From an optimization exercise on the open Yosys and OpenROAD flow, aimed at small area and a short achievable clock period; shortcuts taken in it are not production practice. Only simulation tests tie the RTL to the original design; equivalence was not proved. Power figures rest on the tool's default switching activity, not on a simulated workload.

## counters
module counters(
input wire sysclk,
input wire foo_card,
input wire wfoo0_baz,
input wire wfoo0_blrb,
input wire wfoo0_zz1pb,
input wire [31:0] wfoo0_turn,
input wire debct_baz,
input wire debct_blrb,
input wire debct_zz1pb,
input wire debct_bar,
input wire [31:0] debct_turn,
input wire Z0_bar,
input wire Z0_baz,
input wire Z0_blrb,
input wire Z0_zz1pb,
input wire [31:0] Z0_turn,
input wire Y1_bar,
input wire Y1_baz,
input wire Y1_blrb,
input wire Y1_zz1pb,
input wire [31:0] Y1_turn,
input wire X2_bar,
input wire X2_baz,
input wire X2_blrb,
input wire X2_zz1pb,
input wire [31:0] X2_turn,
input wire W3_bar,
input wire W3_baz,
input wire W3_blrb,
input wire W3_zz1pb,
input wire [31:0] W3_turn,
output wire Z0_cwm,
output wire [31:0] Z0,
output wire Y1_cwm,
output wire [31:0] Y1,
output wire X2_cwm,
output wire [31:0] X2,
output wire W3_cwm,
output wire [31:0] W3,
output reg wfoo0_cwm,
output wire [31:0] wfoo0_llwln,
output wire debct_cwm,
output reg debct_pull,
output wire [31:0] debct,
output wire wdfilecardA2P
);
Settings: LEC_CHECK=0, CAP_MARGIN=20, CORE_MARGIN=2, CORE_UTILIZATION=40, SETUP_SLACK_MARGIN=1.5, SLEW_MARGIN=20; clock period 3.3 ns.
standard.sh (not shown) runs the stock make flow with config.mk's settings and CLKGATE_MAP_FILE= SYNTH_SCRIPT=/design/flow/synth_recipe.tcl, a recipe that flattens the netlist after the stock synthesis.
==> flow/flow/run.sh <==
#!/bin/bash
# The standard layout (standard.sh), with these changes:
#  - port buffers use the smallest buffer cell (buf_1) instead of the default choice;
#  - if flow/dont_use.txt exists, it replaces the platform's don't-use list
#    (it repeats the platform's list and adds slow wide OR/NOR cells);
#  - each line of flow/make_args.txt (if it exists) is passed to make as VAR=value.
set -uo pipefail
export BUFFER_PORTS_ARGS="-buffer_cell sky130_fd_sc_hd__buf_1"
args=()
if [[ -s flow/dont_use.txt ]]; then
  args+=("DONT_USE_CELLS=$(tr '\n' ' ' < flow/dont_use.txt)")
fi
if [[ -s flow/make_args.txt ]]; then
  while IFS= read -r line; do
    [[ -n "$line" ]] && args+=("$line")
  done < flow/make_args.txt
fi
printf '%s\n' "${args[@]}" > run_args.log
bash standard.sh "${args[@]}" finish > standard.log 2>&1
Other scripts of this flow, unchanged in this note and not shown: flow/flow/dont_use.txt, flow/flow/make_args.txt
The baseline produced a clean layout.
Edit:
- CORE_UTILIZATION: 40 -> 55
- SETUP_SLACK_MARGIN: 1.5 -> 1.4
After rerunning:
- The new run went through all stages and came out clean
- cell area decreases by roughly a tenth
- sequential power stays flat
- fmax decreases slightly
- count of clock-buffer cells in the layout is unchanged
- setup slack degrades by 0.033 ns
- non-clock buffer count decreases by 50
- via count decreases by a few percent
Edit:
--- a/flow/flow/run.sh
+++ b/flow/flow/run.sh
@@ -5,0 +6,2 @@
+#  - if flow/abc.script exists, synthesis is synth_recipe.tcl unchanged except that
+#    Yosys's abc call runs that ABC script (flow/synth.tcl);
@@ -11,0 +14,4 @@
+fi
+if [[ -s flow/abc.script ]]; then
+  export MY_ABC_SCRIPT="$PWD/flow/abc.script"
+  args+=("SYNTH_SCRIPT=$PWD/flow/synth.tcl")
==> flow/flow/abc.script (new file) <==
&get -n
&st
&dch
&nf
&put
buffer -c
topo
stime -c
upsize -c
dnsize -c
==> flow/flow/synth.tcl (new file) <==
proc synth {args} { yosys synth -nofsm -noshare {*}$args }
if { [info exists ::env(MY_ABC_SCRIPT)] } {
  proc abc {args} {
    set i [lsearch -exact $args -script]
    if { $i >= 0 } { set args [lreplace $args [expr {$i+1}] [expr {$i+1}] $::env(MY_ABC_SCRIPT)] }
    puts "abc override: $args"
    yosys abc {*}$args
  }
}
source $::env(SCRIPTS_DIR)/synth.tcl
# left out here: clear keep_hierarchy, flatten, clean up, hide names made inside functions, write 1_2_yosys.v
- CORE_UTILIZATION: 55 -> 40
The changed run produced a clean layout; first-iteration DRC count climbs by well over a third; count of clock-buffer cells in the layout does not change; design area climbs by roughly a tenth; utilization drops by 11 points; clock skew drops by 0.022 ns; critical path depth climbs by 1; sequential share of layout area drops by 3.6 points; power climbs by a few percent.
Edit:
==> flow/flow/abc.script (replaced) <==
&get -n
&st
&dch
&nf
&put
Outcome:
- The changed run went through all stages and came out clean
- final cell count went down by 2.9%
- power drops by 2.4%
- design area decreases by 6.9%
- global-route usage climbs by 1.0 points
- sequential power stays flat
- fmax goes up by 1.8%
- worst hold slack improved by 0.029 ns
- synthesized area decreases by 3.3%
Edit:
--- a/flow/flow/run.sh
+++ b/flow/flow/run.sh
@@ -6,2 +5,0 @@
-#  - if flow/abc.script exists, synthesis is synth_recipe.tcl unchanged except that
-#    Yosys's abc call runs that ABC script (flow/synth.tcl);
@@ -14,4 +11,0 @@
-fi
-if [[ -s flow/abc.script ]]; then
-  export MY_ABC_SCRIPT="$PWD/flow/abc.script"
-  args+=("SYNTH_SCRIPT=$PWD/flow/synth.tcl")
removed: flow/flow/abc.script
removed: flow/flow/synth.tcl
The changed run finished clean; sequential share of layout area rose by 1.4 points; hold slack barely changes; total power decreases by 2.7%; clock-buffer cell count does not change; register-to-register slack gets better by 0.04 ns; critical path depth drops by 1; combinational power shrinks by about 9%; sequential power barely changes; clock power barely changes; final area is lower by about 4%.
Edit:
--- a/flow/flow/run.sh
+++ b/flow/flow/run.sh
@@ -5,0 +6,2 @@
+#  - if flow/abc.script exists, synthesis is synth_recipe.tcl unchanged except that
+#    Yosys's abc call runs that ABC script (flow/synth.tcl);
@@ -11,0 +14,4 @@
+fi
+if [[ -s flow/abc.script ]]; then
+  export MY_ABC_SCRIPT="$PWD/flow/abc.script"
+  args+=("SYNTH_SCRIPT=$PWD/flow/synth.tcl")
- SETUP_SLACK_MARGIN: 1.4 -> 1.45
=> The changed run completed without violations. Sequential share of layout area came out lower by 2.8 points. Wire length came out higher by 13%. Setup slack is worse by 0.018 ns. Cell count came out higher by 3.3%. Cell area came out higher by 9.0%. Critical path depth came out higher by 1. Sequential power is about the same. Non-clock buffer count came out higher by 70. Synthesized cell count stays the same. Count of clock-buffer cells in the layout stays the same. Hold slack is better by 0.0084 ns.

==> afterwards: timing with drivers on the ports <==
The flow's constraints put no driver on any port. The routed layouts listed below were extracted and timed again, unchanged, in two steps.
Step 1 (the two cells are an assumption about what drives the block):
set clk [get_ports {sysclk}]
set_driving_cell -lib_cell sky130_fd_sc_hd__clkbuf_16 $clk
set_driving_cell -lib_cell sky130_fd_sc_hd__buf_2 [delete_from_list [all_inputs] $clk]
Step 2 times the ports against the registers' clock, not the clock port: input delays grow and output delays shrink by t, the midpoint of the rising clock arrivals with the driver on.
Three values: ideal ports, drivers, drivers and shift; two values: the first two.
run | shift t [ns] | slack for setup (ns) | worst slew at a driven data input, ns | cell pins on the clock port's net
the first run | 0.528 | 1.438 / 1.388 / 1.019 | 0.11 | 1
the second run | 0.504 | 1.406 / 1.383 / 1.053 | 0.10 | 1
the third run | 0.516 | 1.353 / 1.353 / 1.004 | 0.09 | 1
the fourth run | 0.512 | 1.387 / 1.372 / 1.037 | 0.11 | 1
the fifth run | 0.518 | 1.429 / 1.416 / 1.090 | 0.10 | 1
the sixth run | 0.530 | 1.411 / 1.369 / 1.105 | 0.10 | 1
After both steps setup and hold are still met in every run listed. The setup slack of the first run, which loses most, moves by -0.050 ns with the drivers and by -0.419 ns with both steps.
